From an optimization exercise on the open Yosys and OpenROAD flow, aimed at small area; shortcuts taken in it are not production practice.
At most, simulation tests tie the RTL to the original design; equivalence was not proved.
Only the layout flow was run in run 6; the RTL was not checked for function there.
No run shown here takes its clock network from TritonCTS; it comes from the design's own scripts or RTL.
No driver is modelled on the clock port, so clock power and skew are understated where the tree is cut down; a real chip needs a root buffer or a tree.
Power and IR drop assume default switching activity.

### flow/design.v
module tracker(clk, rst, step, one_hz, count, miles_reg, active);
input clk, rst, step, one_hz;
output reg [15:0] count;    
output [5:0] miles_reg;     
output reg [3:0] active;    
reg stepped;
reg s1, s2, s3;
reg [15:0] sec;
reg [3:0] nsec;
wire tick = s2 & ~s3;
wire nine = nsec[3] & nsec[0];
assign miles_reg = count[15:10] - {5'd0, stepped & (count[9:0] == 10'd0)};
always @(posedge clk or posedge rst) begin
  if (rst) begin
    count <= 16'd0;
    stepped <= 1'b0;
    s1 <= 1'b0; s2 <= 1'b0; s3 <= 1'b0;
    sec <= 16'd0;
    nsec <= 4'd0;
    active <= 4'd0;
  end else begin
    if (step) begin
      count <= count + 16'd1;
      stepped <= 1'b1;
    end
    s1 <= one_hz; s2 <= s1; s3 <= s2;
    if (tick) sec <= 16'd0;
    else if (step) sec <= sec + 16'd1;
    if (tick & ~nine) begin
      nsec <= nsec + 4'd1;
      if (sec > 16'd32) active <= active + 4'd1;
    end
  end
end
endmodule
module bcd(clk, rst, step, wrap, dec);
input clk, rst, step, wrap;
output reg [15:0] dec;
wire [3:0] nine;
genvar i;
generate for (i = 0; i < 4; i = i + 1) begin : g
  assign nine[i] = dec[4*i+3] & dec[4*i];
end endgenerate
wire full = &nine;
wire [3:0] inc;
assign inc[0] = step & (~full | wrap);
assign inc[1] = inc[0] & nine[0];
assign inc[2] = inc[1] & nine[1];
assign inc[3] = inc[2] & nine[2];
integer j;
always @(posedge clk or posedge rst) begin
  if (rst) dec <= 16'd0;
  else
    for (j = 0; j < 4; j = j + 1)
      if (inc[j]) dec[4*j +: 4] <= nine[j] ? 4'd0 : dec[4*j +: 4] + 4'd1;
end
endmodule
module step_tracker(clk, rst, step, one_hz, disp_sel, si, steps_bcd, miles, half_mile, active_secs, seg, an);
input clk, rst, step, one_hz;
input [1:0] disp_sel;
output si;
output [15:0] steps_bcd;    
output [4:0] miles;         
output half_mile;           
output [3:0] active_secs;   
output reg [6:0] seg;       
output reg [3:0] an;        
wire [15:0] count;
wire [5:0] miles_reg;
tracker tracker_inst(clk, rst, step, one_hz, count, miles_reg, active_secs);
bcd bcd_inst(clk, rst, step, step & (&count), steps_bcd);
assign si = (count > 16'd9999);
assign miles = miles_reg[5:1];
assign half_mile = miles_reg[0];
reg [14:0] lfsr;
reg [1:0] k;
wire lz = (lfsr[13:0] == 14'd0);
always @(posedge clk or posedge rst)
  if (rst) begin
    lfsr <= 15'd0;
    k <= 2'd0;
  end else begin
    lfsr <= {lfsr[13:0], lfsr[14] ^ lfsr[13] ^ lz};
    if (lfsr[14] & lz) k <= k + 2'd1;
  end
reg [4:0] code;
always @(*) begin
  case (disp_sel)
    2'd0: case (k)
            2'd0: code = {1'b0, steps_bcd[3:0]};
            2'd1: code = {1'b0, steps_bcd[7:4]};
            2'd2: code = {1'b0, steps_bcd[11:8]};
            default: code = {1'b0, steps_bcd[15:12]};
          endcase
    2'd1: case (k)
            2'd0: code = half_mile ? 5'd5 : 5'd0;
            2'd1: code = 5'd31;
            2'd2: code = miles;
            default: code = 5'd0;
          endcase
    default: code = (k == 2'd0) ? {1'b0, active_secs} : 5'd0;
  endcase
  case (k)
    2'd0: an = 4'b1110;
    2'd1: an = 4'b1101;
    2'd2: an = 4'b1011;
    default: an = 4'b0111;
  endcase
  case (code)
    5'd0: seg = 7'b1000000;
    5'd1: seg = 7'b1111001;
    5'd2: seg = 7'b0100100;
    5'd3: seg = 7'b0110000;
    5'd4: seg = 7'b0011001;
    5'd5: seg = 7'b0010010;
    5'd6: seg = 7'b0000010;
    5'd7: seg = 7'b1111000;
    5'd8: seg = 7'b0000000;
    5'd9: seg = 7'b0010000;
    5'd10: seg = 7'b0001000;
    5'd11: seg = 7'b0000011;
    5'd12: seg = 7'b1000110;
    5'd13: seg = 7'b0100001;
    5'd14: seg = 7'b0000110;
    5'd15: seg = 7'b0001110;
    default: seg = 7'b1111111;
  endcase
end
endmodule
### flow/flow/run.sh
#!/bin/bash
# Layout flow: the standard flow (ORFS), with these changes to how it maps
# the design to cells:
#  - synthesis maps the logic with an area-oriented ABC script
#    (flow/abc_area.script) and without Yosys's full-adder extraction;
#  - ports are buffered with the smallest buffer, buf_1;
#  - in place of clock_tree_synthesis, the registers are split into
#    CLOCK_GROUPS groups by position, each with one clock buffer driven by the
#    clock port (flow/clock.tcl).
# Registers, their names and cell types are those of the standard synthesis.
set -euo pipefail
work=$(pwd)
rm -rf "$work/scripts"
cp -r "$FLOW_HOME/scripts" "$work/scripts"
cp "$work/flow/abc_area.script" "$work/scripts/abc_area.script"
sed -i 's|^log_cmd clock_tree_synthesis {\*}\$cts_args$|source $::env(OWN_CTS_TCL)|' "$work/scripts/cts.tcl"
grep -q OWN_CTS_TCL "$work/scripts/cts.tcl"
export SCRIPTS_DIR="$work/scripts"
export OWN_CTS_TCL="$work/flow/clock.tcl"
export CLOCK_BUFFER_CELL=sky130_fd_sc_hd__clkbuf_16
export CLOCK_GROUPS=3
export BUFFER_PORTS_ARGS="-buffer_cell sky130_fd_sc_hd__buf_1"

bash standard.sh SCRIPTS_DIR="$work/scripts" ABC_AREA=1 ADDER_MAP_FILE= synth > "$work/synth.log" 2>&1
bash standard.sh SCRIPTS_DIR="$work/scripts" > "$work/layout.log" 2>&1
### flow/flow/abc_area.script
strash
&get -n
&deepsyn -T 20
&put
dch -f
amap
topo
stime -c
### flow/flow/clock.tcl
# Clock distribution in place of clock_tree_synthesis: the registers are split
# into CLOCK_GROUPS groups by position (k-means), and one clock buffer at the
# centre of each group, driven by the clock port, drives the group's clock pins.
set block [ord::get_db_block]
set dbu [$block getDbUnitsPerMicron]
set k $::env(CLOCK_GROUPS)
set pins {}
set xs {}
set ys {}
foreach inst [$block getInsts] {
  if { [[$inst getMaster] isSequential] } {
    set box [$inst getBBox]
    lappend xs [expr { ([$box xMin] + [$box xMax]) / 2.0 / $dbu }]
    lappend ys [expr { ([$box yMin] + [$box yMax]) / 2.0 / $dbu }]
    set clkpin ""
    foreach it [$inst getITerms] {
      if { [[$it getMTerm] getSigType] == "CLOCK" || [[$it getMTerm] getName] == "CLK" } {
        set clkpin "[$inst getName]/[[$it getMTerm] getName]"
      }
    }
    lappend pins $clkpin
  }
}
set n [llength $pins]
# initial centres: registers spread over the list sorted by x
set order [lsort -real -indices $xs]
set cx {}
set cy {}
for { set c 0 } { $c < $k } { incr c } {
  set i [lindex $order [expr { int(($c + 0.5) * $n / $k) }]]
  lappend cx [lindex $xs $i]
  lappend cy [lindex $ys $i]
}
for { set iter 0 } { $iter < 50 } { incr iter } {
  set assign {}
  for { set i 0 } { $i < $n } { incr i } {
    set best 0
    set bd 1e30
    for { set c 0 } { $c < $k } { incr c } {
      set d [expr { abs([lindex $xs $i] - [lindex $cx $c]) + abs([lindex $ys $i] - [lindex $cy $c]) }]
      if { $d < $bd } { set bd $d; set best $c }
    }
    lappend assign $best
  }
  for { set c 0 } { $c < $k } { incr c } {
    set sx 0.0; set sy 0.0; set m 0
    for { set i 0 } { $i < $n } { incr i } {
      if { [lindex $assign $i] == $c } {
        set sx [expr { $sx + [lindex $xs $i] }]
        set sy [expr { $sy + [lindex $ys $i] }]
        incr m
      }
    }
    if { $m > 0 } {
      lset cx $c [expr { $sx / $m }]
      lset cy $c [expr { $sy / $m }]
    }
  }
}
for { set c 0 } { $c < $k } { incr c } {
  set loads {}
  for { set i 0 } { $i < $n } { incr i } {
    if { [lindex $assign $i] == $c } { lappend loads [get_pins [lindex $pins $i]] }
  }
  if { [llength $loads] == 0 } { continue }
  puts "clock buffer $c: [llength $loads] registers at ([lindex $cx $c], [lindex $cy $c])"
  insert_buffer -buffer_cell $::env(CLOCK_BUFFER_CELL) -load_pins $loads \
    -location [list [lindex $cx $c] [lindex $cy $c]] \
    -buffer_name clkbuf_$c -net_name clk_$c
}
set_propagated_clock [all_clocks]
### flow/standard.sh
#!/bin/bash
# synth_recipe.tcl (not shown) runs the flow's synth.tcl, then flattens the netlist and writes it again
# the make line also repeats each setting of config.mk as NAME=value (left out here)
make -C /OpenROAD-flow-scripts/flow DESIGN_CONFIG=/design/flow/config.mk WORK_HOME=/design/flow/orfs CLKGATE_MAP_FILE= SYNTH_SCRIPT=/design/flow/synth_recipe.tcl "${@:-finish}"
### flow/config.mk
export PLATFORM = sky130hd
export DESIGN_NAME = step_tracker
export DESIGN_NICKNAME = step_tracker
export VERILOG_FILES = /design/flow/design.v
export SDC_FILE = /design/flow/constraint.sdc
export NUM_CORES = 4
export LEC_CHECK = 0
export CAP_MARGIN = 20
export CORE_MARGIN = 2
export CORE_UTILIZATION = 40
export PLACE_DENSITY = 0.6
export SLEW_MARGIN = 20
### flow/constraint.sdc
create_clock -name core_clock -period 20.0 [get_ports {clk}]
set_input_delay 4.0000 -clock core_clock [delete_from_list [all_inputs] [get_ports {clk}]]
set_output_delay 4.0000 -clock core_clock [all_outputs]
set_load 0.01 [all_outputs]
==> results of run 1 <==
==> sequential cells by signal (all words and copies together), names as in the netlist, 2 cells and up <==
register and count:
bcd_inst.dec 16, tracker_inst.count 16, tracker_inst.sec 16, lfsr 15, tracker_inst.active 4, tracker_inst.nsec 4
k 2
==> cell usage after synthesis (all sizes together), types with 6 or more instances <==
cell type  instances
nor2              85
dfrtp             77
clkinv            40
nand2             26
o21ai             22
a21oi             19
nor3              12
and3               9
and2               8
o21a               7
o22ai              6
==> power by group <==
part	switching (mW)	leakage (nW)	internal, mW
clock	0.0375	0.0370	0.0276
sequential	0.0275	0.938	0.182
combinational	0.0538	0.550	0.0325
==> critical path: cells and delay by family <==
kind	cells	cell delay, ps
compound gates	7	1450
simple gates	4	680
buf+inv	4	620
==> kinds of logic (layout without fill, tap and decap cells) <==
kind of cell    count (synthesis)  count (layout)  synth area share (%)
compound gates                 72              72                  13.4
flops                          77              77                  58.4
buf+inv                        40              88                  4.55
simple gates                  170             170                  23.6
==> through the flow <==
step / std cells / cell area, um2 / worst slack [ps]
after global placement: 509 / 3610 / 9600
after detailed placement: 509 / 3610 / 9360
after CTS: 512 / 3680 / 9350
after global routing: 512 / 3680 / 8960
final: 512 / 3680 / 9260
after floorplan: 359 / 3300 / 9720
==> worst paths after layout <==
path / endpoint / slack (ps) / depth (start not counted)
worst max-delay path: seg[6] / 9260 / 15
worst min-delay path: tracker_inst.s2$_DFF_PP0_ / 360 / 0
worst max register to register: bcd_inst.dec[14]$_DFFE_PP0P_ / 15660 / 22
worst min register to register: tracker_inst.s2$_DFF_PP0_ / 360 / 0
max in group asynchronous: k[1]$_DFFE_PP0P_ / 15300 / 3
min in group asynchronous: tracker_inst.sec[7]$_DFFE_PP0P_ / 4100 / 3
==> area by class of cell, without the clock buffers <==
| cell class | count | area share [%] |
|---|---|---|
| Tap cell | 105 | 3.57 |
| Inverter | 40 | 4.08 |
| Timing Repair Buffer | 45 | 4.79 |
| Sequential cell | 77 | 52.3 |
| Multi-Input combinational cell | 242 | 33.2 |
==> layer usage <==
metal | up-vias | global-route usage, % | part of all wire, %
li1 | 1319 | - | -
met1 | 1206 | 21.4 | 49
met2 | 59 | 22.7 | 44
met3 | 14 | 1.04 | 4.6
met4 | 0 | 2.42 | 2.2
met5 | - | 0 | 0
==> run_results.csv, run 1 <==
group,metric,value,unit
logic_synthesis,synthCells,359,
floorplan,dieArea,8990,um2
timing,fin_crit_sh,53.7,%
logic_synthesis,async_reset_ff_share,100,%
logic_synthesis,synth_edf_count,0,
timing,relSlewSlack,37.5,%
worst_hold_path,min-delay-start,"tracker_inst.s1$_DFF_PP0_",
final_layout,areaGrowthSynthToFinish,11.6,%
power,vdd_drop_max,0.0000406,V
timing,hold_viol,0,
placed_design,place.gp.congestion,0.849,
clock_tree,hold_buffers,0,
global_route,grtUsageTotal,14.2,%
setup_path,cpMaxStageDelayCell,"o2111ai_1",
route,via_per_inst,5.07,
floorplan,coreArea,8090,um2
final_layout,layout_commonest_cell,"nor2_1",
logic_synthesis,syn_area,3300,um2
global_route,grt_pass1_vias,2251,
logic_synthesis,syn_nets,365,
final_layout,layout.nets,415,
setup_path,startpoint_type,"input pin",
route,ant_nets,0,
worst_hold_path,hold_path.class,"register to register",
setup_path,crit_chain,"buf_1, nor2_1, o21ai_0, o2111ai_1, clkinv_1, nor2_1, o21ai_0, nor2_1, nor2b_1, a21oi_1, o21ai_0, o221ai_1, clkinv_1, o22ai_1, buf_1",
timing,report.final.slew_viol_count,0,
global_route,grt-ovfl-total,0,
timing,timing.clock.skew,22.7,ps
route,wl,6500,um
placed_design,numPortBuffers,43,
timing,worstMarginPinSlew,938,ps
setup_path,timing.rr.start,"tracker_inst.count[0]$_DFFE_PP0P_",
floorplan,initial_core_util,40.8,%
timing,period_minus_slack,10740,ps
final_layout,final_cell_mix,"nor2_1 (85), dfrtp_1 (77), buf_1 (43), clkinv_1 (39), nand2_1 (26)",
logic_synthesis,synth_top_area_share,58.4,%
setup_path,critical_path_class,"input pin to output port",
logic_synthesis,yosysWarnings,3,
timing,max_freq,93.1,MHz
clock_tree,clock_latency,170,ps
timing,grt_setup_unrepaired,"no",
timing,holdWs,361,ps
global_route,antenna_found_initial,0,
logic_synthesis,yosys_register_bits,77,
final_layout,final_util,45.5,%
clock_tree,clk_pin_slew,100,ps
floorplan,fp-row-count,33,
logic_synthesis,synthTopCellsByArea,"dfrtp_1 (58%), nor2_1 (9.7%), clkinv_1 (4.6%), o21ai_0 (3.3%), nand2_1 (3.0%)",
global_route,grt_max_degree,78,
logic_synthesis,avgSynthCellArea,9.19,um2
route,drtIter0Drc,144,
setup_path,path_max_fanout,5,
logic_synthesis,synth.yosys.seq_area_share,58.4,%
power,finalPower,0.361,mW
placed_design,hpwl,4850,um
power,powerDensity,98.1,nW/um2
floorplan,ios,44,
setup_path,startpoint,"disp_sel[0]",
route,vias,2598,
floorplan,dieHeight,94.8,um
setup_path,critPathCaptureType,"output port",
logic_synthesis,yosysTopAreaCell,"dfrtp_1",
final_layout,n_antenna_cell,0,
final_layout,multiInputGateArea,1220,um2
final_layout,seqCellArea,1930,um2
clock_tree,cts_resized,0,
final_layout,drive_gt1_share,1.47,%
logic_synthesis,ys.flop_type,"dfrtp_1",
route,post-route-drc-count,0,
timing,finalSetupViolCount,0,
final_layout,fill_cells,819,
clock_tree,postCtsSetupRepairBufs,0,
setup_path,crit_arrival,6740,ps
route,first_pass_iters,5,
setup_path,max_stage_delay,430,ps
flow_run,drv_cap,0,
power,p_leak,1.52,nW
route,wl_per_cell,12.7,um
timing,tns,0,ps
run_status,status,"complete, no violations",
floorplan,die_x,94.8,um
logic_synthesis,ys_types,33,
setup_path,required,16000,ps
global_route,grt_pass1_wl,10600,um
==> inputs of run 2 (changes only) <==
--- a/flow/config.mk
+++ b/flow/config.mk
@@ -7,6 +7,6 @@
 export LEC_CHECK = 0
 export CAP_MARGIN = 20
 export CORE_MARGIN = 2
-export CORE_UTILIZATION = 40
-export PLACE_DENSITY = 0.6
+export CORE_UTILIZATION = 65
+export PLACE_DENSITY = 0.8
 export SLEW_MARGIN = 20
==> run 2 against run 1 <==
Compared with the run above: combinational power grew 1%; flip-flop and latch count is the same; area after synthesis stayed put; still clean on timing, DRC and antenna; via count rose by 0.77%; largest cell class unchanged.
==> run_results.csv, run 2 <==
group,metric,value,unit
worst_hold_path,hold_path.class,"register to register",
clock_tree,postCtsSetupRepairBufs,0,
timing,timing.clock.skew,17.8,ps
logic_synthesis,yosysWarnings,3,
logic_synthesis,synthCells,359,
logic_synthesis,async_reset_ff_share,100,%
setup_path,crit_arrival,6690,ps
floorplan,ios,44,
clock_tree,clk_pin_slew,100,ps
route,post-route-drc-count,0,
route,ant_nets,0,
clock_tree,cts_resized,0,
flow_run,drv_cap,0,
timing,finalWorstSetupSlack,9310,ps
setup_path,path_max_fanout,5,
timing,period_minus_slack,10690,ps
route,wl_per_cell,13.4,um
final_layout,areaGrowthSynthToFinish,10.2,%
timing,worstMarginPinSlew,910,ps
logic_synthesis,synth.yosys.seq_area_share,58.4,%
final_layout,drive_gt1_share,1.47,%
timing,finalSetupViolCount,0,
power,p_leak,1.52,nW
floorplan,initial_core_util,68.5,%
global_route,antenna_found_initial,0,
run_status,status,"complete, no violations",
floorplan,fp-row-count,25,
logic_synthesis,synthTopCellsByCount,"nor2_1 (85), dfrtp_1 (77), clkinv_1 (40), nand2_1 (26), o21ai_0 (22)",
setup_path,required,16000,ps
logic_synthesis,synth_most_common_cell,"nor2_1",
setup_path,max_stage_delay,430,ps
route,wl,6340,um
final_layout,n_antenna_cell,0,
power,powerDensity,99.2,nW/um2
placed_design,dp.cells,471,
logic_synthesis,avgSynthCellArea,9.19,um2
logic_synthesis,yosys_register_bits,77,
timing,tns,0,ps
logic_synthesis,synth_top_area_share,58.4,%
timing,hold_viol,0,
power,finalPower,0.360,mW
clock_tree,hold_buffers,0,
route,drtIter0Drc,147,
setup_path,critical_path_class,"input pin to output port",
final_layout,fin_cells,474,
route,first_pass_iters,4,
global_route,grt_pass1_vias,2350,
power,vdd_drop_max,0.0000590,V
setup_path,critPathCaptureType,"output port",
final_layout,final_cell_mix,"nor2_1 (85), dfrtp_1 (77), buf_1 (43), clkinv_1 (39), nand2_1 (26)",
logic_synthesis,synth_edf_count,0,
setup_path,r2r_slack,15700,ps
placed_design,place.gp.congestion,0.933,
logic_synthesis,yosysTopAreaCell,"dfrtp_1",
floorplan,coreArea,4820,um2
timing,relSlewSlack,39.4,%
route,vias,2618,
floorplan,dieArea,5660,um2
setup_path,startpoint_type,"input pin",
final_layout,largest_registers,"bcd_inst.dec (16), tracker_inst.count (16), tracker_inst.sec (16)",
logic_synthesis,ys_types,33,
timing,fin_crit_sh,53.4,%
logic_synthesis,syn_nets,365,
global_route,grtUsageTotal,22.8,%
placed_design,place_ws,9400,ps
floorplan,die_x,75.2,um
setup_path,crit_chain,"buf_1, nor2_1, o21ai_0, o2111ai_1, clkinv_1, nor2_1, o21ai_0, nor2_1, nor2b_1, a21oi_1, o21ai_0, o221ai_1, clkinv_1, o22ai_1, buf_1",
route,via_per_inst,5.52,
placed_design,hpwl,4680,um
placed_design,numPortBuffers,43,
clock_tree,clock_latency,160,ps
timing,holdWs,380,ps
final_layout,layout.nets,415,
timing,grt_setup_unrepaired,"no",
setup_path,cpMaxStageDelayCell,"o2111ai_1",
logic_synthesis,ys.flop_type,"dfrtp_1",
global_route,grt_pass1_wl,10300,um
logic_synthesis,synthTopCellsByArea,"dfrtp_1 (58%), nor2_1 (9.7%), clkinv_1 (4.6%), o21ai_0 (3.3%), nand2_1 (3.0%)",
global_route,grt-ovfl-total,0,
logic_synthesis,syn_area,3300,um2
final_layout,layout_commonest_cell,"nor2_1",
timing,max_freq,93.6,MHz
global_route,grt_max_degree,78,
floorplan,dieHeight,75.2,um
timing,report.final.slew_viol_count,0,
## run 2: area by class of cell, without the clock buffers
class	instances	area, um2
multi-input combinational	242	1220
fill	361	1180
tap	67	83.8
timing repair buffer	45	176
sequential	77	1930
inverter	40	150
## run 2: cell families (layout without fill, tap and decap cells)
| logic type | Yosys count | count (layout) | share of synthesized area, % |
|---|---|---|---|
| flops | 77 | 77 | 58.4 |
| simple gates | 170 | 170 | 23.6 |
| compound gates | 72 | 72 | 13.4 |
| buf+inv | 40 | 88 | 4.55 |
## run 2: final timing paths
path	from	endpoint	cells after the start
min in group asynchronous	rst	lfsr[9]$_DFF_PP0_	3
hold reg to reg	tracker_inst.s1$_DFF_PP0_	tracker_inst.s2$_DFF_PP0_	0
max in group asynchronous	rst	tracker_inst.count[11]$_DFFE_PP0P_	3
setup / recovery	disp_sel[0]	seg[6]	15
hold / removal	tracker_inst.s1$_DFF_PP0_	tracker_inst.s2$_DFF_PP0_	0
setup reg to reg	tracker_inst.count[0]$_DFFE_PP0P_	bcd_inst.dec[14]$_DFFE_PP0P_	22
## run 2: power by group
group / internal (mW) / switching (mW) / leakage [nW]
logic: 0.0325 / 0.0546 / 0.550
registers: 0.182 / 0.0271 / 0.938
clock network: 0.0276 / 0.0364 / 0.0370
total: 0.242 / 0.118 / 1.52
## run 2: critical path: cells and delay by family
family / cells / cell delay (ps)
simple gates: 4 / 670
compound gates: 7 / 1420
buf+inv: 4 / 590
## run 2: through the flow
| stage | utilization [%] | cell area, um2 |
|---|---|---|
| 2_1_floorplan | - | 3300 |
| 6_report | 75.4 | 3630 |
| 4_1_cts | 75.4 | 3630 |
| 5_1_grt | 75.4 | 3630 |
| 3_5_place_dp | 73.9 | 3560 |
| 3_3_place_gp | 73.9 | 3560 |
## run 2: metal layers
layer | wire, um | GRT usage, % | share of wire [%]
met5 | 0 | 0 | 0
met4 | 115 | 2.73 | 1.8
met2 | 2890 | 39.7 | 46
met3 | 349 | 1.34 | 5.5
met1 | 2980 | 33.2 | 47
==> inputs of run 3 (changes only) <==
--- a/flow/flow/run.sh
+++ b/flow/flow/run.sh
@@ -5,8 +5,8 @@
 #    (flow/abc_area.script) and without Yosys's full-adder extraction;
 #  - ports are buffered with the smallest buffer, buf_1;
 #  - in place of clock_tree_synthesis, the registers are split into
-#    CLOCK_GROUPS groups by position, each with one clock buffer driven by the
-#    clock port (flow/clock.tcl).
+#    CLOCK_GROUPS groups of nearly equal size by position, each with one clock
+#    buffer, which the clock port drives (flow/clock.tcl).
 # Registers, their names and cell types are those of the standard synthesis.
 set -euo pipefail
 work=$(pwd)
@@ -17,8 +17,8 @@
 grep -q OWN_CTS_TCL "$work/scripts/cts.tcl"
 export SCRIPTS_DIR="$work/scripts"
 export OWN_CTS_TCL="$work/flow/clock.tcl"
-export CLOCK_BUFFER_CELL=sky130_fd_sc_hd__clkbuf_16
-export CLOCK_GROUPS=3
+export CLOCK_BUFFER_CELL=sky130_fd_sc_hd__clkbuf_8
+export CLOCK_GROUPS=4
 export BUFFER_PORTS_ARGS="-buffer_cell sky130_fd_sc_hd__buf_1"
 
 bash standard.sh SCRIPTS_DIR="$work/scripts" ABC_AREA=1 ADDER_MAP_FILE= synth > "$work/synth.log" 2>&1
==> flow/flow/clock.tcl (replaced) <==
set block [ord::get_db_block]
set dbu [$block getDbUnitsPerMicron]
set regs {}
foreach inst [$block getInsts] {
  if { [[$inst getMaster] isSequential] } {
    set box [$inst getBBox]
    set x [expr { ([$box xMin] + [$box xMax]) / 2.0 / $dbu }]
    set y [expr { ([$box yMin] + [$box yMax]) / 2.0 / $dbu }]
    set clkpin ""
    foreach it [$inst getITerms] {
      if { [$it isClocked] } { set clkpin "[$inst getName]/[[$it getMTerm] getName]" }
    }
    if { $clkpin == "" } { error "no clock pin on [$inst getName]" }
    lappend regs [list $x $y $clkpin]
  }
}

# split regs into k groups of nearly equal size, cutting across the longer side
proc bisect { regs k } {
  if { $k <= 1 } { return [list $regs] }
  set xs {}
  set ys {}
  foreach r $regs { lappend xs [lindex $r 0]; lappend ys [lindex $r 1] }
  set xs [lsort -real $xs]
  set ys [lsort -real $ys]
  set w [expr { [lindex $xs end] - [lindex $xs 0] }]
  set h [expr { [lindex $ys end] - [lindex $ys 0] }]
  set axis [expr { $w >= $h ? 0 : 1 }]
  set sorted [lsort -real -index $axis $regs]
  set k1 [expr { $k / 2 }]
  set n1 [expr { int(round([llength $regs] * double($k1) / $k)) }]
  return [concat [bisect [lrange $sorted 0 [expr { $n1 - 1 }]] $k1] \
                 [bisect [lrange $sorted $n1 end] [expr { $k - $k1 }]]]
}

set groups [bisect $regs $::env(CLOCK_GROUPS)]
set c 0
set rx 0.0
set ry 0.0
foreach g $groups {
  set sx 0.0
  set sy 0.0
  set loads {}
  foreach r $g {
    set sx [expr { $sx + [lindex $r 0] }]
    set sy [expr { $sy + [lindex $r 1] }]
    lappend loads [get_pins [lindex $r 2]]
  }
  set x [expr { $sx / [llength $g] }]
  set y [expr { $sy / [llength $g] }]
  set rx [expr { $rx + $x / [llength $groups] }]
  set ry [expr { $ry + $y / [llength $groups] }]
  puts "clock buffer $c: [llength $g] registers at ($x, $y)"
  insert_buffer -buffer_cell $::env(CLOCK_BUFFER_CELL) -load_pins $loads \
    -location [list $x $y] -buffer_name clkbuf_$c -net_name clk_$c
  incr c
}
if { [info exists ::env(CLOCK_ROOT_CELL)] && $::env(CLOCK_ROOT_CELL) != "" } {
  puts "clock root buffer at ($rx, $ry)"
  insert_buffer -buffer_cell $::env(CLOCK_ROOT_CELL) -net clk -location [list $rx $ry] \
    -buffer_name clkbuf_root -net_name clk_root
}
set_propagated_clock [all_clocks]
==> run 3 against run 2 <==
Compared with the run above: area after synthesis stayed put; highest routed layer unchanged; still clean; clock skew shrank 1.8 ps; maximum frequency increased by 0.18%; largest power group unchanged.
==> run_results.csv, run 3 <==
group,metric,value,unit
timing,relSlewSlack,39.3,%
clock_tree,cts_resized,0,
floorplan,fp-row-count,25,
setup_path,crit_arrival,6670,ps
setup_path,crit_buf_inv,4,
logic_synthesis,syn_area,3300,um2
logic_synthesis,synth.yosys.seq_area_share,58.4,%
timing,max_freq,93.8,MHz
final_layout,fill_cells,364,
logic_synthesis,yosys_register_bits,77,
logic_synthesis,synth_edf_count,0,
logic_synthesis,synth_top_area_share,58.4,%
route,ant_nets,0,
timing,worstMarginPinSlew,910,ps
setup_path,r2r_slack,15620,ps
global_route,antenna_found_initial,0,
route,post-route-drc-count,0,
flow_run,drv_cap,0,
logic_synthesis,synthTopCellsByArea,"dfrtp_1 (58%), nor2_1 (9.7%), clkinv_1 (4.6%), o21ai_0 (3.3%), nand2_1 (3.0%)",
placed_design,numPortBuffers,43,
clock_tree,hold_buffers,0,
timing,grt_setup_unrepaired,"no",
route,wl,6280,um
placed_design,hpwl,4680,um
logic_synthesis,synthCells,359,
global_route,grt_pass1_wl,10200,um
logic_synthesis,ys_types,33,
final_layout,largest_registers,"bcd_inst.dec (16), tracker_inst.count (16), tracker_inst.sec (16)",
logic_synthesis,async_reset_ff_share,100,%
logic_synthesis,synth_most_common_cell,"nor2_1",
floorplan,ios,44,
placed_design,place.gp.congestion,0.933,
setup_path,max_stage_delay,430,ps
route,drtIter0Drc,221,
setup_path,startpoint_type,"input pin",
power,vdd_drop_max,0.0000818,V
final_layout,final_cell_mix,"nor2_1 (85), dfrtp_1 (77), buf_1 (43), clkinv_1 (39), nand2_1 (26)",
logic_synthesis,yosysTopAreaCell,"dfrtp_1",
clock_tree,postCtsSetupRepairBufs,0,
final_layout,areaGrowthSynthToFinish,9.56,%
logic_synthesis,syn_nets,365,
setup_path,critPathCaptureType,"output port",
route,via_per_inst,5.56,
timing,hold_viol,0,
floorplan,initial_core_util,68.5,%
logic_synthesis,avgSynthCellArea,9.19,um2
setup_path,path_max_fanout,5,
clock_tree,clk_pin_slew,100,ps
floorplan,coreArea,4820,um2
setup_path,required,16000,ps
placed_design,dp.cells,471,
timing,finalSetupViolCount,0,
clock_tree,clock_latency,170,ps
route,vias,2641,
timing,fin_crit_sh,53.3,%
logic_synthesis,synthTopCellsByCount,"nor2_1 (85), dfrtp_1 (77), clkinv_1 (40), nand2_1 (26), o21ai_0 (22)",
timing,period_minus_slack,10670,ps
placed_design,dpl_cell_area,3560,um2
global_route,grt_max_degree,78,
final_layout,fin_cells,475,
global_route,grt-ovfl-total,0,
floorplan,dieHeight,75.2,um
logic_synthesis,ys.flop_type,"dfrtp_1",
route,wl_per_cell,13.2,um
setup_path,cp_top_family,"compound AO/OA/AOI/OAI gates",
logic_synthesis,yosysWarnings,3,
final_layout,layout_commonest_cell,"nor2_1",
timing,timing.clock.skew,15.9,ps
timing,tns,0,ps
route,first_pass_iters,6,
worst_hold_path,hold_path.class,"register to register",
setup_path,cpMaxStageDelayCell,"o2111ai_1",
global_route,grt_pass1_vias,2325,
power,p_leak,1.52,nW
final_layout,finalInstanceArea,3610,um2
setup_path,critical_path_class,"input pin to output port",
floorplan,dieArea,5660,um2
final_layout,n_antenna_cell,0,
final_layout,layout.nets,416,
global_route,grtUsageTotal,22.7,%
final_layout,drive_gt1_share,1.72,%
run_status,status,"complete, no violations",
timing,report.final.slew_viol_count,0,
setup_path,crit_chain,"buf_1, nor2_1, o21ai_0, o2111ai_1, clkinv_1, nor2_1, o21ai_0, nor2_1, nor2b_1, a21oi_1, o21ai_0, o221ai_1, clkinv_1, o22ai_1, buf_1",
floorplan,die_x,75.2,um
power,powerDensity,97.3,nW/um2
[run 3: cell type report, without the clock buffers]
class | count | area, um2 | area share (%)
sequential | 77 | 1930 | 53.3
multi-input combinational | 242 | 1220 | 33.8
timing repair buffer | 45 | 176 | 4.88
inverter | 40 | 150 | 4.16
tap | 67 | 83.8 | 2.32
[run 3: layer usage]
layer | wire length (um) | vias to the layer above | track usage, %
met2 | 2860 | 100 | 37.9
met5 | 0 | - | 0
li1 | - | 1313 | -
met1 | 2930 | 1217 | 33.8
met4 | 111 | 0 | 3.51
met3 | 378 | 11 | 2.01
[run 3: through the flow]
| step | util [%] | power [mW] | setup WS, ps | hold slack, ps |
|---|---|---|---|---|
| after floorplan | - | 0.265 | 9720 | 331 |
| after global placement | 73.9 | 0.295 | 9600 | 333 |
| after detailed placement | 73.9 | 0.299 | 9400 | 348 |
| after CTS | 75.0 | 0.353 | 9380 | 371 |
| after global routing | 75.0 | 0.376 | 9010 | 384 |
| final | 75.0 | 0.352 | 9330 | 368 |
[run 3: cell families after synthesis]
family	Yosys count	synth area share (%)
compound gates	72	13.4
flops	77	58.4
simple gates	170	23.6
buf+inv	40	4.55
[run 3: worst reg2reg max path: stages (launching register included)]
cell      delay, ps
dfrtp_1         400
and2_0          200
and3_1          210
and3_1          220
and3_1          210
nand2_1         100
nor2_1          190
nand2_1         120
nor2_1          150
clkinv_1        100
nor2_1          140
clkinv_1        100
nor2_1          140
clkinv_1        100
nor2_1          130
o211a_1         240
and3_1          250
nand2_1         110
nor2_1          300
and3_1          290
o21ai_0         170
or2_0           280
o22ai_1         160
[run 3: final timing paths]
check,start,endpoint,cells past startpoint
max,disp_sel[0],seg[6],15
min,tracker_inst.s1$_DFF_PP0_,tracker_inst.s2$_DFF_PP0_,0
max reg2reg,tracker_inst.count[0]$_DFFE_PP0P_,bcd_inst.dec[14]$_DFFE_PP0P_,22
min reg2reg,tracker_inst.s1$_DFF_PP0_,tracker_inst.s2$_DFF_PP0_,0
max in group asynchronous,rst,tracker_inst.count[3]$_DFFE_PP0P_,3
min in group asynchronous,rst,bcd_inst.dec[3]$_DFFE_PP0P_,3
[run 3: where the power goes]
group | total (mW) | internal [mW] | switching [mW]
sequential | 0.209 | 0.182 | 0.0271
clock | 0.0555 | 0.0187 | 0.0368
combinational | 0.0871 | 0.0325 | 0.0546
==> inputs of run 4 (changes only) <==
--- a/flow/config.mk
+++ b/flow/config.mk
@@ -7,6 +7,6 @@
 export LEC_CHECK = 0
 export CAP_MARGIN = 20
 export CORE_MARGIN = 2
-export CORE_UTILIZATION = 65
-export PLACE_DENSITY = 0.8
+export CORE_UTILIZATION = 80
+export PLACE_DENSITY = 0.9
 export SLEW_MARGIN = 20
==> run 4 against run 3 <==
Compared with the run above: clock power about the same; maximum frequency down 1.9%; worst hold slack worse by 15 ps; area after synthesis unchanged; flip-flop and latch count unchanged; final cell count down 3.8%; critical endpoint unchanged.
==> run_results.csv, run 4 <==
group,metric,value,unit
timing,hold_viol,0,
final_layout,n_antenna_cell,0,
floorplan,ios,44,
setup_path,crit_arrival,6870,ps
logic_synthesis,ys.flop_type,"dfrtp_1",
logic_synthesis,synthCells,359,
timing,fin_crit_sh,54.4,%
floorplan,coreArea,3970,um2
logic_synthesis,async_reset_ff_share,100,%
logic_synthesis,synth.yosys.seq_area_share,58.4,%
floorplan,dieHeight,68.2,um
placed_design,numPortBuffers,43,
clock_tree,clock_latency,170,ps
final_layout,drive_gt1_share,1.72,%
clock_tree,clk_pin_slew,120,ps
placed_design,place.gp.congestion,0.882,
route,drtIter0Drc,328,
floorplan,die_x,68.2,um
route,first_pass_iters,5,
clock_tree,cts_resized,0,
timing,max_freq,92.0,MHz
final_layout,final_cell_mix,"nor2_1 (85), dfrtp_1 (77), buf_1 (43), clkinv_1 (39), nand2_1 (26)",
global_route,grt_max_degree,78,
power,p_seq_share,59.0,%
logic_synthesis,ys_types,33,
logic_synthesis,yosysTopAreaCell,"dfrtp_1",
global_route,grt-ovfl-total,0,
flow_run,drv_cap,0,
logic_synthesis,synthTopCellsByCount,"nor2_1 (85), dfrtp_1 (77), clkinv_1 (40), nand2_1 (26), o21ai_0 (22)",
timing,tns,0,ps
setup_path,startpoint_type,"input pin",
final_layout,layout_commonest_cell,"nor2_1",
final_layout,largest_registers,"bcd_inst.dec (16), tracker_inst.count (16), tracker_inst.sec (16)",
setup_path,critical_path_class,"input pin to output port",
logic_synthesis,yosysWarnings,3,
timing,relSlewSlack,38.3,%
logic_synthesis,synth_edf_count,0,
route,via_per_inst,6.21,
final_layout,areaGrowthSynthToFinish,8.76,%
route,ant_nets,0,
setup_path,path_max_fanout,5,
setup_path,required,16000,ps
power,vdd_drop_max,0.0000897,V
route,vias,2836,
worst_hold_path,hold_depth,0,
route,wl_per_cell,17.0,um
timing,worstMarginPinSlew,926,ps
logic_synthesis,synth_most_common_cell,"nor2_1",
logic_synthesis,syn_nets,365,
logic_synthesis,avgSynthCellArea,9.19,um2
floorplan,initial_core_util,83.0,%
logic_synthesis,yosys_register_bits,77,
logic_synthesis,synth_top_area_share,58.4,%
floorplan,fp-row-count,23,
final_layout,fin_cells,457,
worst_hold_path,hold_path.class,"register to register",
global_route,antenna_found_initial,0,
placed_design,hpwl,5520,um
timing,report.final.slew_viol_count,0,
global_route,grt_pass1_vias,2621,
timing,timing.clock.skew,17.6,ps
global_route,grtUsageTotal,35.2,%
clock_tree,postCtsSetupRepairBufs,0,
setup_path,critPathCaptureType,"output port",
route,post-route-drc-count,0,
power,p_leak,1.51,nW
run_status,status,"complete, no violations",
clock_tree,hold_buffers,0,
floorplan,dieArea,4650,um2
logic_synthesis,synthTopCellsByArea,"dfrtp_1 (58%), nor2_1 (9.7%), clkinv_1 (4.6%), o21ai_0 (3.3%), nand2_1 (3.0%)",
timing,finalSetupViolCount,0,
power,combPwrFrac,25.4,%
power,p_sw,0.125,mW
timing,holdWs,352,ps
placed_design,dp.cells,453,
timing,period_minus_slack,10870,ps
logic_synthesis,syn_area,3300,um2
route,wl,7760,um
final_layout,layout.nets,415,
timing,grt_setup_unrepaired,"no",
power,internal_power,0.233,mW
power,clock_power_share,15.6,%
power,powerDensity,100,nW/um2
global_route,grt_pass1_wl,12300,um
power,swShare,35.0,%
final_layout,fill_cells,168,
setup_path,r2r_cells,22,
==> run 4: changes by cell type in the layout (fill, tap and decap cells not counted) <==
cell,change
buf_4,-1
nor2b_1,-1
nor2b_2,+1
==> run 4: kinds of logic (layout without fill, tap and decap cells) <==
family                 count (synthesis)  count (layout)  synth area share, %
flip-flops                            77              77                 58.4
AO/OA/AOI/OAI                         72              72                 13.4
AND/OR/NAND/NOR                      170             170                 23.6
buffers and inverters                 40              88                 4.55
==> run 4: worst paths after layout <==
| path | startpoint | endpoint | slack [ps] |
|---|---|---|---|
| max | disp_sel[1] | seg[6] | 9130 |
| min | tracker_inst.s1$_DFF_PP0_ | tracker_inst.s2$_DFF_PP0_ | 350 |
| max reg2reg | tracker_inst.count[0]$_DFFE_PP0P_ | bcd_inst.dec[15]$_DFFE_PP0P_ | 15530 |
| min reg2reg | tracker_inst.s1$_DFF_PP0_ | tracker_inst.s2$_DFF_PP0_ | 350 |
| max in group asynchronous | rst | lfsr[2]$_DFF_PP0_ | 15320 |
| min in group asynchronous | rst | tracker_inst.active[1]$_DFFE_PP0P_ | 4100 |
==> run 4: per-layer routing <==
metal / part of all wire [%] / global-route usage (%) / vias up
met3: 6.5 / 4.61 / 36
met4: 3.4 / 9.25 / 0
met1: 39 / 46.0 / 1339
met2: 51 / 62.6 / 141
met5: 0 / 0 / -
li1: - / - / 1320
==> run 4: layout make-up, without the clock buffers <==
class                      count  area, um2  area share (%)
timing repair buffer          44        169            4.71
tap                           50       62.6            1.74
inverter                      40        150            4.19
sequential                    77       1930            53.7
multi-input combinational    242       1220            34.1
==> run 4: power groups by stage <==
stage,combinational (mW),sequential (mW),clock (mW)
floorplan,0.0536,0.212,0
finish,0.0911,0.212,0.0558
global route,0.103,0.215,0.0614
CTS,0.0908,0.210,0.0551
global placement,0.0829,0.210,0
detailed placement,0.0897,0.213,0
==> run 4: metrics by stage <==
step | instance area, um2 | setup slack, ps | power (mW) | utilization [%]
2_1_floorplan | 3300 | 9720 | 0.265 | -
4_1_cts | 3580 | 9300 | 0.356 | 90.3
5_1_grt | 3590 | 8930 | 0.380 | 90.3
6_report | 3590 | 9130 | 0.359 | 90.3
3_3_place_gp | 3530 | 9620 | 0.293 | 88.9
3_5_place_dp | 3530 | 9310 | 0.303 | 88.9
==> run 4: worst max-delay path: stages <==
cell,delay (ps)
buf_1,100
nor2_1,230
o21ai_0,130
o2111ai_1,420
clkinv_1,230
nor2_1,230
o21ai_0,180
nor2_1,210
nor2b_1,80
a21oi_1,160
o21ai_0,150
o221ai_1,320
clkinv_1,110
o22ai_1,150
buf_1,170
==> inputs of run 5 (changes only) <==
==> flow/flow/abc_area.script (replaced) <==
strash
&get -n
&deepsyn -T 30
&put
&get -n
&dch
&nf -R 1000
&put
topo
stime -c
--- a/flow/config.mk
+++ b/flow/config.mk
@@ -7,6 +7,6 @@
 export LEC_CHECK = 0
 export CAP_MARGIN = 20
 export CORE_MARGIN = 2
-export CORE_UTILIZATION = 80
-export PLACE_DENSITY = 0.9
+export CORE_UTILIZATION = 65
+export PLACE_DENSITY = 0.8
 export SLEW_MARGIN = 20
==> run 5 against run 4 <==
Compared with the run above: still clean on timing, DRC and antenna; register-to-register slack improved by 190 ps; core utilization decreased by 15 points; clock power about the same; via count decreased by 12%; routed wire length decreased by 20%; area after synthesis decreased by 0.72%; critical path type unchanged; largest power group unchanged.
==> run_results.csv, run 5 <==
group,metric,value,unit
power,clock_power_share,17.7,%
setup_path,critical_path_class,"input pin to output port",
logic_synthesis,synthTopCellsByCount,"dfrtp_1 (77), nor2_1 (41), a21oi_1 (28), nand2_1 (21), o21ai_0 (21)",
floorplan,dieHeight,75.0,um
floorplan,fp-row-count,25,
timing,finalSetupViolCount,0,
placed_design,hpwl,4480,um
setup_path,path_max_fanout,6,
timing,relSlewSlack,38.1,%
final_layout,areaGrowthSynthToFinish,9.40,%
route,wl_per_cell,14.4,um
final_layout,final_cell_mix,"dfrtp_1 (77), buf_1 (43), nor2_1 (41), a21oi_1 (28)",
final_layout,fin_cells,433,
global_route,antenna_found_initial,0,
timing,report.final.slew_viol_count,0,
setup_path,startpoint_type,"input pin",
logic_synthesis,synth_edf_count,0,
setup_path,crit_arrival,6500,ps
setup_path,r2r_cells,17,
final_layout,final_util,74.8,%
logic_synthesis,synthCells,318,
route,post-route-drc-count,0,
worst_hold_path,hold_path.class,"register to register",
power,p_sw,0.0954,mW
logic_synthesis,yosysTopAreaCell,"dfrtp_1",
route,drtIter0Drc,181,
timing,timing.clock.skew,6.90,ps
power,swShare,30.3,%
flow_run,drv_cap,0,
floorplan,initial_core_util,68.4,%
route,vias,2492,
global_route,grt_pass1_vias,2312,
final_layout,layout_commonest_cell,"dfrtp_1",
clock_tree,cts_resized,0,
floorplan,die_x,75.0,um
timing,period_minus_slack,10500,ps
clock_tree,postCtsSetupRepairBufs,0,
logic_synthesis,syn_area,3270,um2
logic_synthesis,synth.yosys.seq_area_share,58.8,%
logic_synthesis,yosysWarnings,3,
final_layout,n_antenna_cell,0,
power,powerDensity,87.9,nW/um2
power,internal_power,0.219,mW
floorplan,coreArea,4790,um2
placed_design,place.gp.congestion,0.898,
floorplan,dieArea,5620,um2
timing,fin_crit_sh,52.5,%
placed_design,numPortBuffers,43,
final_layout,drive_gt1_share,1.64,%
power,vdd_drop_max,0.0000576,V
logic_synthesis,synth_most_common_cell,"dfrtp_1",
timing,worstMarginPinSlew,929,ps
power,p_seq_share,62.8,%
power,combPwrFrac,19.4,%
logic_synthesis,syn_nets,324,
timing,grt_setup_unrepaired,"no",
logic_synthesis,async_reset_ff_share,100,%
global_route,grt_max_degree,78,
logic_synthesis,synthTopCellsByArea,"dfrtp_1 (59%), nor2_1 (4.7%), a21oi_1 (4.3%), xnor2_1 (3.7%), o21ai_0 (3.2%)",
route,ant_nets,0,
logic_synthesis,synth_top_area_share,58.8,%
route,via_per_inst,5.76,
setup_path,critPathCaptureType,"output port",
placed_design,dp.cells,429,
route,first_pass_iters,4,
logic_synthesis,avgSynthCellArea,10.3,um2
clock_tree,clock_latency,170,ps
timing,max_freq,95.2,MHz
route,wl,6210,um
global_route,grt_pass1_wl,10300,um
logic_synthesis,yosys_register_bits,77,
global_route,grt-ovfl-total,0,
clock_tree,clk_pin_slew,100,ps
global_route,grtUsageTotal,22.9,%
power,p_leak,1.65,nW
timing,tns,0,ps
clock_tree,hold_buffers,0,
run_status,status,"complete, no violations",
floorplan,ios,44,
final_layout,layout.nets,374,
setup_path,required,16000,ps
worst_hold_path,hold_depth,0,
setup_path,r2r_slack,15720,ps
final_layout,largest_registers,"bcd_inst.dec (16), tracker_inst.count (16), tracker_inst.sec (16)",
timing,hold_viol,0,
logic_synthesis,ys.flop_type,"dfrtp_1",
logic_synthesis,ys_types,35,
[run 5: cells by family (layout without fill, tap and decap cells)]
group                     Yosys count  after routing  share of synthesized area [%]
and+or+nand+nor                   130            130                           19.5
DFF                                77             77                           58.8
AOI/OAI and AO/OA                  75             75                           13.5
xor gates and xnor gates           25             25                           6.69
buffers and inverters              10             58                           1.15
muxes                               1              1                          0.344
[run 5: worst paths after layout]
kind                                                     end                               from
min reg2reg                        tracker_inst.s2$_DFF_PP0_          tracker_inst.s1$_DFF_PP0_
min in group asynchronous  tracker_inst.count[5]$_DFFE_PP0P_                                rst
max in group asynchronous                 lfsr[13]$_DFF_PP0_                                rst
min                                tracker_inst.s2$_DFF_PP0_          tracker_inst.s1$_DFF_PP0_
max                                                   seg[6]                        disp_sel[1]
max reg2reg                     bcd_inst.dec[14]$_DFFE_PP0P_  tracker_inst.count[0]$_DFFE_PP0P_
[run 5: worst max-delay path, cell delays in order]
cell,delay (ps)
buf_1,200
nand2b_1,230
or2_0,170
a21oi_1,50
a311o_1,400
nor4_1,310
nor2_1,110
and2_0,180
a21oi_1,140
nand2_1,90
o211ai_1,230
clkinv_1,90
o2bb2ai_1,140
buf_1,160
[run 5: layout make-up, without the clock buffers]
class                   count  area (um2)
inverters                  10        37.5
well taps                  67        83.8
repair buffers             44         169
flip-flops and latches     77        1930
multi-input cells         231        1310
fillers                   369        1200
[run 5: metal layers]
| layer | GRT usage, % | vias to the layer above | routed length (um) |
|---|---|---|---|
| met5 | 0 | - | 0 |
| met2 | 38.1 | 74 | 2830 |
| met4 | 2.58 | 0 | 65 |
| met1 | 35.3 | 1184 | 2970 |
| li1 | - | 1228 | - |
| met3 | 1.20 | 6 | 348 |
[run 5: stage by stage]
| stage | area [um2] | hold WS (ps) | worst slack (ps) | power, mW |
|---|---|---|---|---|
| 3_3_place_gp | 3530 | 334 | 9680 | 0.259 |
| 6_report | 3580 | 370 | 9500 | 0.315 |
| 3_5_place_dp | 3530 | 347 | 9560 | 0.262 |
| 2_1_floorplan | 3270 | 331 | 9870 | 0.239 |
| 4_1_cts | 3580 | 371 | 9550 | 0.316 |
| 5_1_grt | 3580 | 378 | 9250 | 0.333 |
[run 5: power by group through the flow]
stage | sequential [mW] | clock [mW] | combinational, mW
after global placement | 0.199 | 0 | 0.0598
after detailed placement | 0.200 | 0 | 0.0618
after CTS | 0.197 | 0.0568 | 0.0618
after floorplan | 0.198 | 0 | 0.0416
final | 0.198 | 0.0558 | 0.0612
after global routing | 0.201 | 0.0616 | 0.0701
==> inputs of run 6 (changes only) <==
--- a/flow/design.v
+++ b/flow/design.v
@@ -1,6 +1,6 @@
-module tracker(clk, rst, step, one_hz, count, miles_reg, active);
+module tracker(clk, rst, step, one_hz, cm1, miles_reg, active);
 input clk, rst, step, one_hz;
-output reg [15:0] count;    
+output reg [15:0] cm1;      
 output [5:0] miles_reg;     
 output reg [3:0] active;    
 reg stepped;
@@ -9,10 +9,10 @@
 reg [3:0] nsec;
 wire tick = s2 & ~s3;
 wire nine = nsec[3] & nsec[0];
-assign miles_reg = count[15:10] - {5'd0, stepped & (count[9:0] == 10'd0)};
+assign miles_reg = stepped ? cm1[15:10] : 6'd0;
 always @(posedge clk or posedge rst) begin
   if (rst) begin
-    count <= 16'd0;
+    cm1 <= 16'hffff;
     stepped <= 1'b0;
     s1 <= 1'b0; s2 <= 1'b0; s3 <= 1'b0;
     sec <= 16'd0;
@@ -20,7 +20,7 @@
     active <= 4'd0;
   end else begin
     if (step) begin
-      count <= count + 16'd1;
+      cm1 <= cm1 + 16'd1;
       stepped <= 1'b1;
     end
     s1 <= one_hz; s2 <= s1; s3 <= s2;
@@ -65,11 +65,11 @@
 output [3:0] active_secs;   
 output reg [6:0] seg;       
 output reg [3:0] an;        
-wire [15:0] count;
+wire [15:0] cm1;             
 wire [5:0] miles_reg;
-tracker tracker_inst(clk, rst, step, one_hz, count, miles_reg, active_secs);
-bcd bcd_inst(clk, rst, step, step & (&count), steps_bcd);
-assign si = (count > 16'd9999);
+tracker tracker_inst(clk, rst, step, one_hz, cm1, miles_reg, active_secs);
+bcd bcd_inst(clk, rst, step, step & (cm1 == 16'hfffe), steps_bcd);
+assign si = (cm1 >= 16'd9999) & ~(&cm1);
 assign miles = miles_reg[5:1];
 assign half_mile = miles_reg[0];
 reg [14:0] lfsr;
==> run 6 against run 5 <==
Compared with the run above: area after synthesis increased by 0.15%; clock power decreased by 2%; flip-flop and latch count unchanged; sequential power increased by 4%; sequential share of layout area increased by 0.48 points; synthesized cell count decreased by 0.31%; critical path type unchanged; critical endpoint is now seg[3]; largest cell class unchanged.
==> run_results.csv, run 6 <==
group,metric,value,unit
run_status,status,"complete, no violations",
logic_synthesis,synthTopCellsByArea,"dfrtp_1 (47%), dfstp_2 (13%), nor2_1 (4.9%), a21oi_1 (4.0%), xnor2_1 (3.5%)",
logic_synthesis,synth_most_common_cell,"dfrtp_1",
power,powerDensity,88.5,nW/um2
placed_design,place.gp.congestion,0.871,
flow_run,drv_cap,0,
floorplan,initial_core_util,68.5,%
worst_hold_path,holdPathEnd,"tracker_inst.s2$_DFF_PP0_",
placed_design,numPortBuffers,43,
timing,worstMarginPinSlew,905,ps
power,p_seq_share,64.7,%
floorplan,die_x,75.0,um
logic_synthesis,synthCells,317,
power,p_sw,0.0936,mW
final_layout,finalInstanceArea,3590,um2
setup_path,crit_arrival,6260,ps
logic_synthesis,synth_top_area_share,46.5,%
clock_tree,postCtsSetupRepairBufs,0,
clock_tree,clk_pin_slew,100,ps
global_route,antenna_found_initial,0,
floorplan,dieHeight,75.0,um
logic_synthesis,syn_nets,323,
route,first_pass_iters,5,
final_layout,layout_commonest_cell,"dfrtp_1",
floorplan,dieArea,5630,um2
floorplan,ios,44,
placed_design,place_ws,9810,ps
timing,relSlewSlack,39.7,%
logic_synthesis,synthTopCellsByCount,"dfrtp_1 (61), nor2_1 (43), a21oi_1 (26), nand2_1 (22)",
power,vdd_drop_max,0.0000861,V
floorplan,fp-row-count,25,
timing,tns,0,ps
route,via_per_inst,5.91,
clock_tree,clock_latency,170,ps
final_layout,largest_registers,"bcd_inst.dec (16), tracker_inst.cm1 (16), tracker_inst.sec (16)",
setup_path,startpoint_type,"input pin",
timing,period_minus_slack,10260,ps
setup_path,reg2reg_to,"bcd_inst.dec[13]$_DFFE_PP0P_",
global_route,grt-ovfl-total,0,
global_route,grtUsageTotal,22.3,%
route,drtIter0Drc,181,
route,post-route-drc-count,0,
timing,finalSetupViolCount,0,
route,wl_per_cell,14.3,um
logic_synthesis,syn_area,3280,um2
route,wl,6190,um
logic_synthesis,yosysWarnings,3,
global_route,grt_pass1_vias,2304,
power,combPwrFrac,18.1,%
setup_path,r2r_slack,16890,ps
power,finalPower,0.317,mW
final_layout,layout.nets,373,
worst_hold_path,hold_path.class,"register to register",
clock_tree,cts_resized,0,
power,clock_power_share,17.3,%
floorplan,coreArea,4790,um2
clock_tree,hold_buffers,0,
route,ant_nets,0,
setup_path,r2r_cells,11,
logic_synthesis,ys_types,34,
global_route,grt_max_degree,78,
timing,finalWorstSetupSlack,9740,ps
worst_hold_path,hold_depth,0,
logic_synthesis,synth_edf_count,0,
setup_path,required,16000,ps
route,vias,2553,
setup_path,critical_path_class,"input pin to output port",
logic_synthesis,yosys_register_bits,77,
final_layout,n_antenna_cell,0,
global_route,grt_pass1_wl,10100,um
logic_synthesis,avgSynthCellArea,10.3,um2
timing,fin_crit_sh,51.3,%
setup_path,timing.rr.start,"tracker_inst.cm1[10]$_DFFE_PP1P_",
placed_design,hpwl,4450,um
final_layout,areaGrowthSynthToFinish,9.39,%
setup_path,path_max_fanout,6,
power,internal_power,0.224,mW
timing,max_freq,97.5,MHz
final_layout,drive_gt1_share,6.03,%
logic_synthesis,ys.flop_type,"dfrtp_1",
setup_path,critPathCaptureType,"output port",
logic_synthesis,synth.yosys.seq_area_share,59.4,%
final_layout,fill_cells,354,
final_layout,final_cell_mix,"dfrtp_1 (61), nor2_1 (43), buf_1 (43), a21oi_1 (26), nand2_1 (22)",
timing,timing.clock.skew,11.4,ps
worst_hold_path,min-delay-start,"tracker_inst.s1$_DFF_PP0_",
logic_synthesis,yosysTopAreaCell,"dfrtp_1",
timing,hold_viol,0,
power,swShare,29.5,%
timing,report.final.slew_viol_count,0,
logic_synthesis,async_reset_ff_share,100,%
power,p_leak,1.60,nW
timing,grt_setup_unrepaired,"no",
placed_design,dpl_cell_area,3530,um2
[run 6: cell count changes after synthesis, moves of 4 or more]
cell | before | now
dfrtp_1 | 77 | 61
nand3_1 | 12 | 8
nor3_1 | 12 | 19
and2_0 | 9 | 14
clkinv_1 | 10 | 6
dfstp_2 | 0 | 16
[run 6: cells by family after synthesis]
group,share of synthesized area (%)
buf+inv,0.687
xor+xnor,6.14
simple gates,21.8
compound gates,12.0
flops,59.4
[run 6: metal layers]
metal / routed length, um / track usage (%) / vias up
met4: 74 / 3.37 / 0
met1: 2860 / 33.1 / 1216
met3: 384 / 2.01 / 9
met2: 2870 / 37.3 / 111
li1: - / - / 1217
met5: 0 / 0 / -
[run 6: layout make-up, without the clock buffers]
class	instances	area, um2	area share, %
flip-flops and latches	77	1950	54.3
multi-input cells	234	1310	36.5
repair buffers	44	169	4.71
well taps	67	83.8	2.34
inverters	6	22.5	0.628
[run 6: how the worst max path moves through the flow]
stage / from / to / slack (ps) / cells past startpoint
2_1_floorplan: disp_sel[1] / seg[3] / 10080 / 10
3_3_place_gp: disp_sel[1] / seg[3] / 9900 / 13
3_5_place_dp: disp_sel[1] / seg[3] / 9810 / 13
4_1_cts: disp_sel[1] / seg[3] / 9800 / 13
5_1_grt: disp_sel[1] / seg[3] / 9460 / 13
6_report: disp_sel[1] / seg[3] / 9740 / 13
[run 6: power groups by stage]
stage                     logic [mW]  clock network, mW  registers [mW]
after floorplan               0.0387                  0           0.205
after global placement        0.0555                  0           0.207
after detailed placement      0.0576                  0           0.207
after CTS                     0.0581             0.0565           0.204
after global routing          0.0653             0.0620           0.208
final                         0.0573             0.0548           0.205
[run 6: through the flow]
stage               hold WS (ps)  std cells  utilization (%)
finish                       360        432             75.0
floorplan                    331        317                -
detailed placement           340        428             73.8
CTS                          364        432             75.0
global placement             335        428             73.8
global route                 368        432             75.0
[run 6: worst max-delay path, stage by stage]
cell	delay (ps)
buf_1	100
clkinv_1	80
nand2_1	90
nor2_1	90
a21o_1	190
a211oi_1	530
a21oi_1	130
nand2_1	140
o21ai_0	120
a22oi_1	250
nor3_1	60
or3_1	340
buf_1	130
==> inputs of run 7 (changes only) <==
--- a/flow/design.v
+++ b/flow/design.v
@@ -1,34 +1,43 @@
-module tracker(clk, rst, step, one_hz, cm1, miles_reg, active);
+module tracker(clk, rst, step, one_hz, count, miles_reg, active);
 input clk, rst, step, one_hz;
-output reg [15:0] cm1;      
+output reg [15:0] count;    
 output [5:0] miles_reg;     
 output reg [3:0] active;    
 reg stepped;
 reg s1, s2, s3;
-reg [15:0] sec;
+reg [5:0] sec_lo;
+reg [9:0] sec_hi;
+wire sec_cy = step & (&sec_lo);
+wire sec_hz = (sec_hi[8:0] == 9'd0);
 reg [3:0] nsec;
 wire tick = s2 & ~s3;
 wire nine = nsec[3] & nsec[0];
-assign miles_reg = stepped ? cm1[15:10] : 6'd0;
+assign miles_reg = count[15:10] - {5'd0, stepped & (count[9:0] == 10'd0)};
 always @(posedge clk or posedge rst) begin
   if (rst) begin
-    cm1 <= 16'hffff;
+    count <= 16'd0;
     stepped <= 1'b0;
     s1 <= 1'b0; s2 <= 1'b0; s3 <= 1'b0;
-    sec <= 16'd0;
+    sec_lo <= 6'd0;
+    sec_hi <= 10'd0;
     nsec <= 4'd0;
     active <= 4'd0;
   end else begin
     if (step) begin
-      cm1 <= cm1 + 16'd1;
+      count <= count + 16'd1;
       stepped <= 1'b1;
     end
     s1 <= one_hz; s2 <= s1; s3 <= s2;
-    if (tick) sec <= 16'd0;
-    else if (step) sec <= sec + 16'd1;
+    if (tick) begin
+      sec_lo <= 6'd0;
+      sec_hi <= 10'd0;
+    end else begin
+      if (step) sec_lo <= sec_lo + 6'd1;
+      if (sec_cy) sec_hi <= {sec_hi[8:0], sec_hi[9] ^ sec_hi[6] ^ sec_hz};
+    end
     if (tick & ~nine) begin
       nsec <= nsec + 4'd1;
-      if (sec > 16'd32) active <= active + 4'd1;
+      if ((sec_hi != 10'd0) | (sec_lo > 6'd32)) active <= active + 4'd1;
     end
   end
 end
@@ -47,13 +56,17 @@
 assign inc[1] = inc[0] & nine[0];
 assign inc[2] = inc[1] & nine[1];
 assign inc[3] = inc[2] & nine[2];
-integer j;
-always @(posedge clk or posedge rst) begin
+wire [15:0] t;
+generate for (i = 0; i < 4; i = i + 1) begin : h
+  wire e = inc[i] & dec[4*i];
+  assign t[4*i]   = inc[i];
+  assign t[4*i+1] = e & ~dec[4*i+3];
+  assign t[4*i+2] = e & dec[4*i+1];
+  assign t[4*i+3] = e & (dec[4*i+3] | (dec[4*i+1] & dec[4*i+2]));
+end endgenerate
+always @(posedge clk or posedge rst)
   if (rst) dec <= 16'd0;
-  else
-    for (j = 0; j < 4; j = j + 1)
-      if (inc[j]) dec[4*j +: 4] <= nine[j] ? 4'd0 : dec[4*j +: 4] + 4'd1;
-end
+  else dec <= dec ^ t;
 endmodule
 module step_tracker(clk, rst, step, one_hz, disp_sel, si, steps_bcd, miles, half_mile, active_secs, seg, an);
 input clk, rst, step, one_hz;
@@ -65,11 +78,11 @@
 output [3:0] active_secs;   
 output reg [6:0] seg;       
 output reg [3:0] an;        
-wire [15:0] cm1;             
+wire [15:0] count;
 wire [5:0] miles_reg;
-tracker tracker_inst(clk, rst, step, one_hz, cm1, miles_reg, active_secs);
-bcd bcd_inst(clk, rst, step, step & (cm1 == 16'hfffe), steps_bcd);
-assign si = (cm1 >= 16'd9999) & ~(&cm1);
+tracker tracker_inst(clk, rst, step, one_hz, count, miles_reg, active_secs);
+bcd bcd_inst(clk, rst, step, step & (&count), steps_bcd);
+assign si = (count > 16'd9999);
 assign miles = miles_reg[5:1];
 assign half_mile = miles_reg[0];
 reg [14:0] lfsr;
==> run 7 against run 6 <==
Compared with the run above: critical path depth up 1; final cell count decreased by 3.0%; largest power group unchanged; highest routed layer unchanged; via count shrank 6.1%; area after synthesis fell by 1.0%.
==> run_results.csv, run 7 <==
group,metric,value,unit
power,p_leak,1.64,nW
global_route,grtUsageTotal,23.3,%
floorplan,ios,44,
worst_hold_path,hold_path.class,"register to register",
placed_design,place_ws,9490,ps
global_route,grt_pass1_wl,10300,um
flow_run,drv_cap,0,
setup_path,timing.rr.start,"tracker_inst.count[0]$_DFFE_PP0P_",
final_layout,areaGrowthSynthToFinish,9.48,%
placed_design,place.gp.congestion,1.00,
timing,finalWorstSetupSlack,9490,ps
final_layout,largest_registers,"bcd_inst.dec (16), tracker_inst.count (16), lfsr (15)",
setup_path,reg2reg_to,"bcd_inst.dec[14]$_DFF_PP0_",
setup_path,r2r_cells,14,
timing,finalSetupViolCount,0,
logic_synthesis,synth_top_area_share,59.4,%
final_layout,layout.nets,360,
logic_synthesis,ys_types,32,
power,vdd_drop_max,0.0000793,V
setup_path,path_max_fanout,7,
timing,tns,0,ps
clock_tree,clock_latency,160,ps
global_route,grt-ovfl-total,0,
timing,hold_viol,0,
final_layout,fin_cells,419,
route,ant_nets,0,
logic_synthesis,yosys_register_bits,77,
global_route,grt_pass1_vias,2223,
placed_design,numPortBuffers,43,
route,drtIter0Drc,162,
route,vias,2397,
setup_path,critical_path_class,"input pin to output port",
logic_synthesis,ys.flop_type,"dfrtp_1",
timing,grt_setup_unrepaired,"no",
logic_synthesis,synth_edf_count,0,
global_route,antenna_found_initial,0,
placed_design,dp.cells,415,
global_route,grt_max_degree,78,
timing,max_freq,95.1,MHz
power,finalPower,0.317,mW
final_layout,fill_cells,345,
setup_path,critPathCaptureType,"output port",
floorplan,coreArea,4750,um2
timing,period_minus_slack,10510,ps
clock_tree,cts_resized,0,
placed_design,dpl_cell_area,3500,um2
final_layout,n_antenna_cell,0,
logic_synthesis,synthTopCellsByArea,"dfrtp_1 (59%), xnor2_1 (4.9%), nor2_1 (4.2%), xor2_1 (3.8%), a21oi_1 (3.2%)",
power,powerDensity,89.3,nW/um2
worst_hold_path,min-delay-start,"tracker_inst.s1$_DFF_PP0_",
setup_path,startpoint_type,"input pin",
route,via_per_inst,5.72,
timing,timing.clock.skew,11.0,ps
clock_tree,hold_buffers,0,
final_layout,finalInstanceArea,3550,um2
logic_synthesis,syn_area,3250,um2
route,post-route-drc-count,0,
floorplan,fp-row-count,25,
final_layout,final_util,74.7,%
final_layout,layout_commonest_cell,"dfrtp_1",
final_layout,drive_gt1_share,1.70,%
logic_synthesis,synthCells,304,
setup_path,r2r_slack,16120,ps
clock_tree,postCtsSetupRepairBufs,0,
timing,relSlewSlack,39.0,%
logic_synthesis,synthTopCellsByCount,"dfrtp_1 (77), nor2_1 (36), nand2_1 (24), a21oi_1 (21), xnor2_1 (18)",
timing,worstMarginPinSlew,914,ps
timing,holdWs,360,ps
logic_synthesis,avgSynthCellArea,10.7,um2
clock_tree,clk_pin_slew,110,ps
logic_synthesis,yosysWarnings,3,
logic_synthesis,synth_most_common_cell,"dfrtp_1",
logic_synthesis,yosysTopAreaCell,"dfrtp_1",
floorplan,initial_core_util,68.3,%
setup_path,crit_arrival,6510,ps
logic_synthesis,synth.yosys.seq_area_share,59.4,%
floorplan,dieArea,5570,um2
timing,fin_crit_sh,52.6,%
timing,report.final.slew_viol_count,0,
floorplan,dieHeight,74.7,um
route,wl,6220,um
placed_design,hpwl,4510,um
logic_synthesis,async_reset_ff_share,100,%
route,first_pass_iters,4,
floorplan,die_x,74.7,um
worst_hold_path,holdPathEnd,"tracker_inst.s2$_DFF_PP0_",
setup_path,required,16000,ps
route,wl_per_cell,14.8,um
final_layout,final_cell_mix,"dfrtp_1 (77), buf_1 (43), nor2_1 (36), nand2_1 (24), a21oi_1 (21)",
logic_synthesis,syn_nets,310,
run_status,status,"complete, no violations",
worst_hold_path,hold_depth,0,
==> run 7: metal layers <==
metal | global-route usage, % | share of wire, % | up-vias
met3 | 1.47 | 4.8 | 9
met5 | 0 | 0 | -
met1 | 36.0 | 49 | 1150
li1 | - | - | 1165
met2 | 37.9 | 45 | 73
met4 | 3.77 | 1.7 | 0
==> run 7: final cells by class, without the clock buffers <==
| class | count | area (um2) | share of cell area (%) |
|---|---|---|---|
| inverter | 6 | 22.5 | 0.634 |
| multi-input combinational | 221 | 1300 | 36.5 |
| sequential | 77 | 1930 | 54.2 |
| tap | 67 | 83.8 | 2.36 |
| timing repair buffer | 44 | 169 | 4.75 |
==> run 7: report_power, final <==
group,internal [mW],switching [mW]
clock,0.0187,0.0354
sequential,0.176,0.0232
combinational,0.0270,0.0375
==> run 7: critical path, cell delays in order <==
cell and delay (ps):
buf_1 100, clkinv_1 100, nand2_1 90, nor2_1 80
a221oi_1 660, and2_0 310, xnor2_1 150, nand2b_1 90
and3_1 190, o21ai_0 240, clkinv_1 100, o21ai_0 150
nand3_1 90, buf_1 160
==> run 7: kinds of logic (layout without fill, tap and decap cells) <==
group	count (synthesis)	in the layout	synth area share [%]
XOR/XNOR	32	32	8.64
buffers and inverters	6	54	0.694
AND/OR/NAND/NOR	125	125	18.9
AO/OA/AOI/OAI	64	64	12.4
flip-flops	77	77	59.4
==> run 7: worst max-delay path by stage <==
stage | endpoint | from | cells past startpoint | slack (ps)
after CTS | seg[6] | disp_sel[1] | 14 | 9470
after global routing | seg[6] | disp_sel[1] | 14 | 9200
after global placement | seg[6] | disp_sel[1] | 14 | 9700
after detailed placement | seg[6] | disp_sel[1] | 14 | 9490
after floorplan | seg[6] | disp_sel[1] | 12 | 10050
final | seg[6] | disp_sel[1] | 14 | 9490

[afterwards: timing with drivers on the ports]
In the flow no input, the clock included, has a driving cell. The finished layouts below were timed again as built, in two steps.
Step 1 (the two cells are an assumption about what drives the block):
set clk [get_ports {clk}]
set_driving_cell -lib_cell sky130_fd_sc_hd__clkbuf_16 $clk
set_driving_cell -lib_cell sky130_fd_sc_hd__buf_2 [delete_from_list [all_inputs] $clk]
Step 2 moves the port delays by t, midway between the first and last clock arrival at a register: inputs arrive t later, outputs are due t later. That takes back most of the time a late clock gives input paths.
Slacks: ideal / step 1 / step 2; pairs: ideal / step 1.
run | t, ns | setup WS [ns] | clock arrival spread, ns | worst data-port slew with drivers (ns) | pins driven straight from the clock port
run 1 | 0.217 | 9.262 / 9.241 / 9.241 | 0.023 / 0.022 | 0.04 | 3
run 2 | 0.213 | 9.314 / 9.294 / 9.294 | 0.018 / 0.018 | 0.03 | 3
run 3 | 0.220 | 9.334 / 9.314 / 9.314 | 0.016 / 0.016 | 0.03 | 4
run 4 | 0.222 | 9.130 / 9.108 / 9.108 | 0.018 / 0.017 | 0.03 | 4
run 5 | 0.218 | 9.500 / 9.476 / 9.476 | 0.008 / 0.008 | 0.03 | 4
run 6 | 0.216 | 9.745 / 9.722 / 9.722 | 0.015 / 0.015 | 0.03 | 4
run 7 | 0.216 | 9.486 / 9.463 / 9.463 | 0.011 / 0.011 | 0.03 | 4
After both steps setup and hold are still met in every run listed. The setup slack of run 5, which loses most, moves by -0.024 ns with the drivers and by -0.024 ns with both steps.
